This is an optimization exercise on Yosys and OpenROAD, whose aim is small area, a short achievable clock period and few clock cycles, not a production implementation.
Power is estimated from default activity; no workload was simulated.

## exp/yarrow
==> flow/design.v <==
module JAM (
    input CLK,
    input RST,
    output [2:0] W,
    output [2:0] J,
    input [6:0] Cost,
    output [3:0] MatchCount,
    output [9:0] MinCost,
    output Valid
);
    localparam [3:0] P1 = 4'd0, CH = 4'd5, P2 = 4'd1, GAP = 4'd2, GAP3 = 4'd6, DFS = 4'd3, FIN = 4'd7, FIN2 = 4'd8, DONE = 4'd4;
    reg [3:0]  ph;
    reg [5:0]  t;           
    reg        qp;          
    reg [5:0]  tq;          
    reg        qv;          
    reg [6:0]  Creg;        
    reg        pend;        
    reg [6:0]  u [0:7];
    reg [6:0]  v [0:7];
    reg [63:0] tm;          
    reg [9:0]  lb0;         
    reg [9:0]  lb [1:6];    
    reg [10:0] S;           
    reg [10:0] A;           
    reg [6:0]  V;           
    reg [9:0]  best;
    reg [3:0]  cnt;
    reg [2:0]  js [0:6];    
    reg [2:0]  nj [0:6];    
    reg [6:0]  nr;          
    reg [6:0]  lastf;       
    reg [2:0]  PL;          
    reg        PLv;         
    reg [7:0]  used;
    reg [7:0]  Trow;        
    reg        jv;          
    reg        rd;          
    reg        upd;         
    reg [3:0]  pc;          
    reg [15:0] M4;          
    reg        f4v;         
    assign Valid = (ph == DONE);
    assign MinCost = best;
    assign MatchCount = cnt;
    wire [2:0] hi = t[5:3];
    wire [2:0] lo = t[2:0];
    assign W = (ph == P2) ? lo : hi;
    assign J = (ph == P2) ? hi : lo;
    integer i, a, b;
    function [7:0] lowbit;
        input [7:0] m;
        begin
            lowbit = m & (~m + 8'd1);
        end
    endfunction
    function [6:0] pick;
        input [7:0] oh;
        input [55:0] vals;
        integer x;
        begin
            pick = 7'd0;
            for (x = 0; x < 8; x = x + 1) pick = pick | (vals[7*x +: 7] & {7{oh[x]}});
        end
    endfunction
    function [2:0] lowest;
        input [7:0] m;
        begin
            casez (m)
                8'b???????1: lowest = 3'd0;
                8'b??????10: lowest = 3'd1;
                8'b?????100: lowest = 3'd2;
                8'b????1000: lowest = 3'd3;
                8'b???10000: lowest = 3'd4;
                8'b??100000: lowest = 3'd5;
                8'b?1000000: lowest = 3'd6;
                default:     lowest = 3'd7;
            endcase
        end
    endfunction
    wire       indfs = (ph == DFS);
    wire [2:0] k = hi;
    wire [2:0] j = lo;
    wire [2:0] kp1 = k + 3'd1;
    wire [7:0] tb = Trow;                            
    wire [2:0] qhi = tq[5:3];
    wire [2:0] qlo = tq[2:0];
    wire [6:0] udn = u[indfs ? kp1 : lo];            
    wire       qfirst = (qlo == 3'd0);
    wire       qlast  = (qlo == 3'd7);
    wire       vlt = qfirst || Creg < V;
    wire       veq = !qfirst && Creg == V;
    wire [6:0] vmin = vlt ? Creg : V;
    wire [7:0] qbit = 8'd1 << qlo;
    wire [9:0] lb0s = lb0 + {3'd0, pend ? V : 7'd0};    
    reg  [7:0] color;
    integer g;
    always @(*) begin
        color = (ph == CH) ? tbn : tm[63:56];
        for (g = 0; g < 7; g = g + 1) color = color | tm[8*g +: 8];
    end
    wire [7:0] need = ~color;
    wire [7:0] needn = need & (8'hfe << hi);        
    wire [7:0] tbn = vlt ? qbit : veq ? (tb | qbit) : tb;
    wire       leaf = (k == 3'd7);
    wire [7:0] jbit = 8'd1 << j;
    wire [7:0] usedn = used | jbit;
    wire [7:0] above = 8'hfe << j;
    wire [7:0] Tk  = Trow;
    wire [7:0] Tk1 = tm[{kp1, 3'd0} +: 8];
    wire       sok = !S[10];
    wire [7:0] xa = {1'b0, A[6:0]};
    wire [7:0] xb = {1'b0, V};
    wire [7:0] xc = ~{1'b0, Cost};
    wire [7:0] cs_s = xa ^ xb ^ xc;
    wire [7:0] cs_c = (xa & xb) | (xa & xc) | (xb & xc);
    wire [8:0] geq = {1'b0, cs_s} + {cs_c, 1'b1};     
    wire [7:0] zs = xa ^ xb ^ {1'b0, Cost};             
    wire [7:0] zc = {(xa[6:0] & xb[6:0]) | ((xa[6:0] | xb[6:0]) & zs[6:0]), 1'b0};
    wire       abig = (A[10:7] != 4'd0);
    wire       eq = sok && !abig && (zs == zc) && !((xa[7] & xb[7]) | ((xa[7] | xb[7]) & zs[7]));
    wire       le = sok && (abig || geq[8]);
    wire [10:0] sgd = A + {4'd0, V} - {4'd0, Cost};    
    wire [10:0] adn = sgd + {4'd0, udn};                
    wire       nzk = sok && (S != 11'd0);
    wire [7:0] m0 = Tk & ~used & above & {8{sok}};
    wire [7:0] m1a = ~Tk & ~used & {8{nzk}};
    wire [7:0] m1b = m1a & above;
    wire       st_v = jv && (rd ? (m1b != 8'd0) : (m0 != 8'd0 || m1a != 8'd0));
    wire [7:0] st_m = rd ? m1b : (m0 != 8'd0) ? m0 : m1a;
    wire [2:0] st_j = lowest(st_m);
    wire       st_r = rd || (m0 == 8'd0);
    wire [7:0] d0 = Tk1 & ~usedn;
    wire       d0v = (d0 != 8'd0);
    wire [7:0] dn_m = d0v ? d0 : ~usedn;
    wire [2:0] dn_j = lowest(dn_m);
    wire       bulk = (k == 3'd3) && eq;
    function two;           
        input [7:0] m;
        begin
            two = (m[0] & (|m[7:1])) | (m[1] & (|m[7:2])) | (m[2] & (|m[7:3])) |
                  (m[3] & (|m[7:4])) | (m[4] & (|m[7:5])) | (m[5] & (|m[7:6])) |
                  (m[6] & m[7]);
        end
    endfunction
    reg  [7:0] drow, dcol, colany;
    integer e;
    always @(*) begin
        colany = 8'd0;
        for (e = 0; e < 8; e = e + 1) begin
            drow[e] = (e >= k) && ((tm[8*e +: 8] & ~used) == 8'd0);
            if (e >= k) colany = colany | tm[8*e +: 8];
        end
        dcol = ~used & ~colany;
    end
    wire       sz0 = (S == 11'd0);
    wire       sz1 = (S == 11'd1);
    wire       dead = (sz0 && (drow != 8'd0 || dcol != 8'd0)) || (sz1 && (two(drow) || two(dcol)));
    wire       desc = jv && !dead && !leaf && le && !(eq && (!d0v || k == 3'd3));
    wire       better = jv && !dead && leaf && le && !eq;
    wire       stay = st_v && !dead;
    reg  [7:0] fs [0:3];    
    reg  [7:0] rest;
    reg [15:0] M4n;         
    integer c, r, q;
    always @(*) begin
        rest = ~usedn;
        for (q = 0; q < 4; q = q + 1) begin
            for (c = 0; c < 8; c = c + 1) fs[q][c] = rest[c] && ((rest & ~(8'hff << c)) == 8'd0);
            rest = rest & ~fs[q];
        end
        for (r = 0; r < 4; r = r + 1)
            for (q = 0; q < 4; q = q + 1)
                M4n[4*r + q] = |(tm[8*(4+r) +: 8] & fs[q]);
    end
    function [2:0] perm3;
        input [15:0] m;
        input [1:0] x;
        reg [1:0] a, b, cc;
        reg [5:0] tt;
        begin
            a = (x == 2'd0) ? 2'd1 : 2'd0;
            b = (x <= 2'd1) ? 2'd2 : 2'd1;
            cc = (x == 2'd3) ? 2'd2 : 2'd3;
            tt[0] = m[4+a] & m[8+b] & m[12+cc];
            tt[1] = m[4+a] & m[8+cc] & m[12+b];
            tt[2] = m[4+b] & m[8+a] & m[12+cc];
            tt[3] = m[4+b] & m[8+cc] & m[12+a];
            tt[4] = m[4+cc] & m[8+a] & m[12+b];
            tt[5] = m[4+cc] & m[8+b] & m[12+a];
            perm3 = ({2'd0, tt[0]} + {2'd0, tt[1]} + {2'd0, tt[2]}) +
                    ({2'd0, tt[3]} + {2'd0, tt[4]} + {2'd0, tt[5]});
        end
    endfunction
    wire [3:0] q0 = M4[0] ? {1'b0, perm3(M4, 2'd0)} : 4'd0;
    wire [3:0] q1 = M4[1] ? {1'b0, perm3(M4, 2'd1)} : 4'd0;
    wire [3:0] q2 = M4[2] ? {1'b0, perm3(M4, 2'd2)} : 4'd0;
    wire [3:0] q3 = M4[3] ? {1'b0, perm3(M4, 2'd3)} : 4'd0;
    wire [3:0] p4 = (q0 + q1) + (q2 + q3);
    wire [7:0] openl = {1'b0, ~lastf} & ~(8'hff << PL);    
    reg  [2:0] pl2;
    always @(*) begin
        pl2 = 3'd0;
        for (a = 0; a < 7; a = a + 1) if (openl[a]) pl2 = a;
    end
    reg  [7:0] freed;       
    always @(*) begin
        freed = 8'd0;
        for (b = 0; b < 7; b = b + 1)
            if (b >= PL && b < k) freed = freed | (8'd1 << js[b]);
    end
    wire [2:0] pj = nj[PL];
    wire [9:0] lbp = (PL == 3'd0) ? lb0 : lb[PL];
    wire [10:0] sp = {1'b0, best} - {1'b0, lbp};
    wire [10:0] ap = sp + {4'd0, u[PL]};
    wire [2:0] fj = (tm[7:0] != 8'd0) ? lowest(tm[7:0]) : 3'd0;
    wire [55:0] vall = {v[7], v[6], v[5], v[4], v[3], v[2], v[1], v[0]};
    wire [6:0] vst  = pick(lowbit(st_m), vall);
    wire [6:0] vpop = v[indfs ? pj : fj];
    wire [6:0] vstay = st_v ? vst : vpop;
    wire [6:0] vdown = pick(lowbit(dn_m), vall);
    always @(posedge CLK or posedge RST) begin
        if (RST) begin
            ph <= P1;
            t <= 6'd0;
            qv <= 1'b0;
        end else begin
            qv <= (ph == P1) || (ph == P2);
            case (ph)
                P1: begin
                    t <= t + 6'd1;
                    if (t == 6'd63) ph <= CH;
                end
                CH: begin
                    if (need != 8'd0) begin
                        ph <= P2;
                        t <= {lowest(need), 3'd0};
                    end else ph <= GAP3;
                end
                P2: begin
                    if (lo != 3'd7) t <= t + 6'd1;
                    else if (needn != 8'd0) t <= {lowest(needn), 3'd0};
                    else ph <= GAP;
                end
                GAP: ph <= GAP3;
                FIN: ph <= FIN2;
                FIN2: ph <= DONE;
                GAP3: begin
                    ph <= DFS;
                    t <= {3'd0, fj};
                end
                DFS: begin
                    if (upd || better) ;
                    else if (desc) t <= {kp1, dn_j};
                    else if (stay) t <= {k, st_j};
                    else if (!PLv) ph <= (f4v || bulk || pc != 4'd0) ? FIN : DONE;
                    else t <= {PL, pj};
                end
                default: ;
            endcase
        end
    end
    always @(posedge CLK) begin
        Creg <= (ph == P2) ? Cost - udn : Cost;
        qp <= (ph != P1);
        tq <= t;
        pend <= qv && qlast;
        if (pend) lb0 <= lb0s;
        if (qv) begin
            V <= vmin;
            Trow <= tbn;
            if (!qp) begin
                if (qhi == 3'd0) v[qlo] <= 7'd0;
                if (qlast) begin
                    u[qhi] <= vmin;
                    tm[8*qhi +: 8] <= tbn;
                end
                if (tq == 6'd0) lb0 <= 10'd0;
            end else begin
                if (qlast) begin
                    v[qhi] <= vmin;
                    for (i = 0; i < 8; i = i + 1) tm[8*i + qhi] <= tbn[i];
                end
            end
        end
        case (ph)
            GAP3: begin
                best <= 10'h3ff;
                S <= {1'b0, ~lb0s};
                A <= {1'b0, ~lb0s} + {4'd0, u[0]};
                V <= vpop;
                cnt <= 4'd0;
                used <= 8'd0;
                jv <= 1'b1;
                upd <= 1'b0;
                pc <= 4'd0;
                f4v <= 1'b0;
                PLv <= 1'b0;
                rd <= (tm[7:0] == 8'd0);
                Trow <= tm[7:0];
            end
            DFS: begin
                if (k != 3'd0 && k != 3'd7) lb[k] <= best - S[9:0];
                M4 <= M4n;
                f4v <= jv && !dead && bulk;
                pc <= f4v ? p4 : 4'd0;
                if (upd) begin
                    best <= best - S[9:0];
                    cnt <= 4'd1;
                    upd <= 1'b0;
                end else if (better) begin
                    S <= sgd;
                    jv <= 1'b0;
                    upd <= 1'b1;
                end else begin
                    cnt <= cnt + pc + {3'd0, jv && !dead && leaf && eq};
                    if (desc) begin
                        S <= sgd;
                        A <= adn;
                        V <= vdown;
                        js[k] <= j;
                        nj[k] <= st_j;
                        nr[k] <= st_r;
                        lastf[k] <= !st_v;
                        if (st_v) begin
                            PL <= k;
                            PLv <= 1'b1;
                        end
                        used <= usedn;
                        Trow <= Tk1;
                        rd <= !d0v;
                        jv <= 1'b1;
                    end else if (stay) begin
                        V <= vstay;
                        rd <= st_r;
                        jv <= 1'b1;
                    end else begin
                        S <= sp;
                        A <= ap;
                        V <= vpop;
                        Trow <= tm[{PL, 3'd0} +: 8];
                        used <= used & ~freed;
                        rd <= nr[PL];
                        jv <= 1'b1;
                        PL <= pl2;
                        PLv <= (openl != 8'd0);
                    end
                end
            end
            FIN: begin
                cnt <= cnt + pc;
                pc <= f4v ? p4 : 4'd0;
            end
            FIN2: cnt <= cnt + pc;
            default: ;
        endcase
    end
endmodule
clock: 4.5 ns
lec_check: 0
cap_margin: 20
core_margin: 2
core_utilization: 40
place_density: 0.6
slew_margin: 20
run.sh (not shown) runs the stock make flow with config.mk's settings and CLKGATE_MAP_FILE= SYNTH_SCRIPT=/design/flow/synth_recipe.tcl, a recipe that flattens the netlist after the stock synthesis.
[flow] exp/yarrow | stages: complete | final checks: fail | reason: negative setup slack
diff inputs: exp/yarrow => exp/onyx
-- flow/design.v --
<<< exp/yarrow, line 9
    output Valid
);
    localparam [3:0] P1 = 4'd0, CH = 4'd5, P2 = 4'd1, GAP = 4'd2, GAP3 = 4'd6, DFS = 4'd3, FIN = 4'd7, FIN2 = 4'd8, DONE = 4'd4;
    reg [3:0]  ph;
    reg [5:0]  t;           
>>> exp/onyx, line 9
    output Valid
);
    localparam [3:0] P1 = 4'd0, CH = 4'd5, P2 = 4'd1, GAP = 4'd2, GAP3 = 4'd6, DFS = 4'd3, FIN = 4'd7, DONE = 4'd4;
    reg [3:0]  ph;
    reg [5:0]  t;           
<<< exp/yarrow, line 41
    reg [15:0] M4;          
    reg        f4v;         
    assign Valid = (ph == DONE);
    assign MinCost = best;
>>> exp/onyx, line 41
    reg [15:0] M4;          
    reg        f4v;         
    reg [11:0] qr;          
    reg        qv2;         
    assign Valid = (ph == DONE);
    assign MinCost = best;
<<< exp/yarrow, line 193
        end
    endfunction
    wire [3:0] q0 = M4[0] ? {1'b0, perm3(M4, 2'd0)} : 4'd0;
    wire [3:0] q1 = M4[1] ? {1'b0, perm3(M4, 2'd1)} : 4'd0;
    wire [3:0] q2 = M4[2] ? {1'b0, perm3(M4, 2'd2)} : 4'd0;
    wire [3:0] q3 = M4[3] ? {1'b0, perm3(M4, 2'd3)} : 4'd0;
    wire [3:0] p4 = (q0 + q1) + (q2 + q3);
    wire [7:0] openl = {1'b0, ~lastf} & ~(8'hff << PL);    
    reg  [2:0] pl2;
>>> exp/onyx, line 195
        end
    endfunction
    wire [2:0] q0 = M4[0] ? perm3(M4, 2'd0) : 3'd0;
    wire [2:0] q1 = M4[1] ? perm3(M4, 2'd1) : 3'd0;
    wire [2:0] q2 = M4[2] ? perm3(M4, 2'd2) : 3'd0;
    wire [2:0] q3 = M4[3] ? perm3(M4, 2'd3) : 3'd0;
    wire [3:0] p4 = ({1'b0, qr[2:0]} + {1'b0, qr[5:3]}) + ({1'b0, qr[8:6]} + {1'b0, qr[11:9]});
    wire [7:0] openl = {1'b0, ~lastf} & ~(8'hff << PL);    
    reg  [2:0] pl2;
<<< exp/yarrow, line 244
                end
                GAP: ph <= GAP3;
                FIN: ph <= FIN2;
                FIN2: ph <= DONE;
                GAP3: begin
                    ph <= DFS;
>>> exp/onyx, line 246
                end
                GAP: ph <= GAP3;
                FIN: if (!f4v && !qv2) ph <= DONE;
                GAP3: begin
                    ph <= DFS;
<<< exp/yarrow, line 254
                    else if (desc) t <= {kp1, dn_j};
                    else if (stay) t <= {k, st_j};
                    else if (!PLv) ph <= (f4v || bulk || pc != 4'd0) ? FIN : DONE;
                    else t <= {PL, pj};
                end
>>> exp/onyx, line 255
                    else if (desc) t <= {kp1, dn_j};
                    else if (stay) t <= {k, st_j};
                    else if (!PLv) ph <= (f4v || qv2 || (jv && !dead && bulk)) ? FIN : DONE;
                    else t <= {PL, pj};
                end
<<< exp/yarrow, line 263
    always @(posedge CLK) begin
        Creg <= (ph == P2) ? Cost - udn : Cost;
        qp <= (ph != P1);
        tq <= t;
>>> exp/onyx, line 264
    always @(posedge CLK) begin
        Creg <= (ph == P2) ? Cost - udn : Cost;
        M4 <= M4n;
        f4v <= indfs && jv && !dead && bulk && !upd;
        qr <= {q3, q2, q1, q0};
        qv2 <= f4v;
        pc <= qv2 ? p4 : 4'd0;
        qp <= (ph != P1);
        tq <= t;
<<< exp/yarrow, line 294
                jv <= 1'b1;
                upd <= 1'b0;
                pc <= 4'd0;
                f4v <= 1'b0;
                PLv <= 1'b0;
                rd <= (tm[7:0] == 8'd0);
>>> exp/onyx, line 300
                jv <= 1'b1;
                upd <= 1'b0;
                PLv <= 1'b0;
                rd <= (tm[7:0] == 8'd0);
<<< exp/yarrow, line 302
            DFS: begin
                if (k != 3'd0 && k != 3'd7) lb[k] <= best - S[9:0];
                M4 <= M4n;
                f4v <= jv && !dead && bulk;
                pc <= f4v ? p4 : 4'd0;
                if (upd) begin
                    best <= best - S[9:0];
>>> exp/onyx, line 306
            DFS: begin
                if (k != 3'd0 && k != 3'd7) lb[k] <= best - S[9:0];
                if (upd) begin
                    best <= best - S[9:0];
<<< exp/yarrow, line 348
                end
            end
            FIN: begin
                cnt <= cnt + pc;
                pc <= f4v ? p4 : 4'd0;
            end
            FIN2: cnt <= cnt + pc;
            default: ;
        endcase
>>> exp/onyx, line 349
                end
            end
            FIN: cnt <= cnt + pc;
            default: ;
        endcase
Notes after the runs:
Diff exp/yarrow and exp/onyx: switching power of the nets lower in exp/yarrow
Lower fraction of the yosys area taken by sequential cells among exp/yarrow and exp/onyx: exp/yarrow
exp/onyx gives less part of the power in combinational logic than exp/yarrow did.
exp/onyx vs exp/yarrow: instance area after placement down slightly
Summary of exp/yarrow and exp/onyx: one run falls short of a clean finish, namely exp/yarrow.
Although exp/yarrow finished all stages, its layout failed final checks on negative setup slack.
Delta (exp/onyx minus exp/yarrow): worst ir drop on vdd went down 45%; worst setup timing slack at the placement stage went up 0.075 ns; count of inverters other than clock inverters in the layout went up 6.0%.
In the flow results for exp/yarrow and exp/onyx, the area of the mapped netlist is smaller on exp/onyx.
Met1 wire length delta for exp/onyx relative to exp/yarrow: about 0.35% higher
Relative to exp/yarrow, post-synthesis to final-layout area growth has gone down in exp/onyx.
From exp/yarrow to exp/onyx the numbers moved as follows: worst setup slack saw an increase; post-route total power moved up.
No functional check of the RTL was part of any run of this note.

[afterwards: timing with drivers on the ports]
The results above use ideal ports. As a check the final layouts listed here were re-extracted and re-timed, cells and wires unchanged. Step 1, drivers: a clkbuf_16 drives CLK and a buf_2 each remaining input, both assumed. Step 2, shift: input delay + t, output delay - t, t = (earliest + latest rising clock arrival at the registers) / 2. This alone moves slack from input paths to output paths. Slacks: no drivers / after step 1 / after step 2; pairs: no drivers / after step 1.
run | shift t [ns] | slack for setup (ns) | hold slack, ns | worst setup path after step 2 | worst register clock-pin slew, ns
exp/yarrow | 0.694 | -0.207 / -0.207 / -0.428 | 0.528 / 0.528 / 0.528 | input to register | 0.07 / 0.07
exp/onyx | 0.682 | 0.201 / 0.191 / -0.327 | 0.397 / 0.397 / 0.397 | input to register | 0.07 / 0.07
With both steps, setup timing fails in exp/onyx, where it was met with ideal ports. For exp/onyx, which loses most, drivers alone change the setup slack by -0.010 ns; drivers and shift together by -0.528 ns.
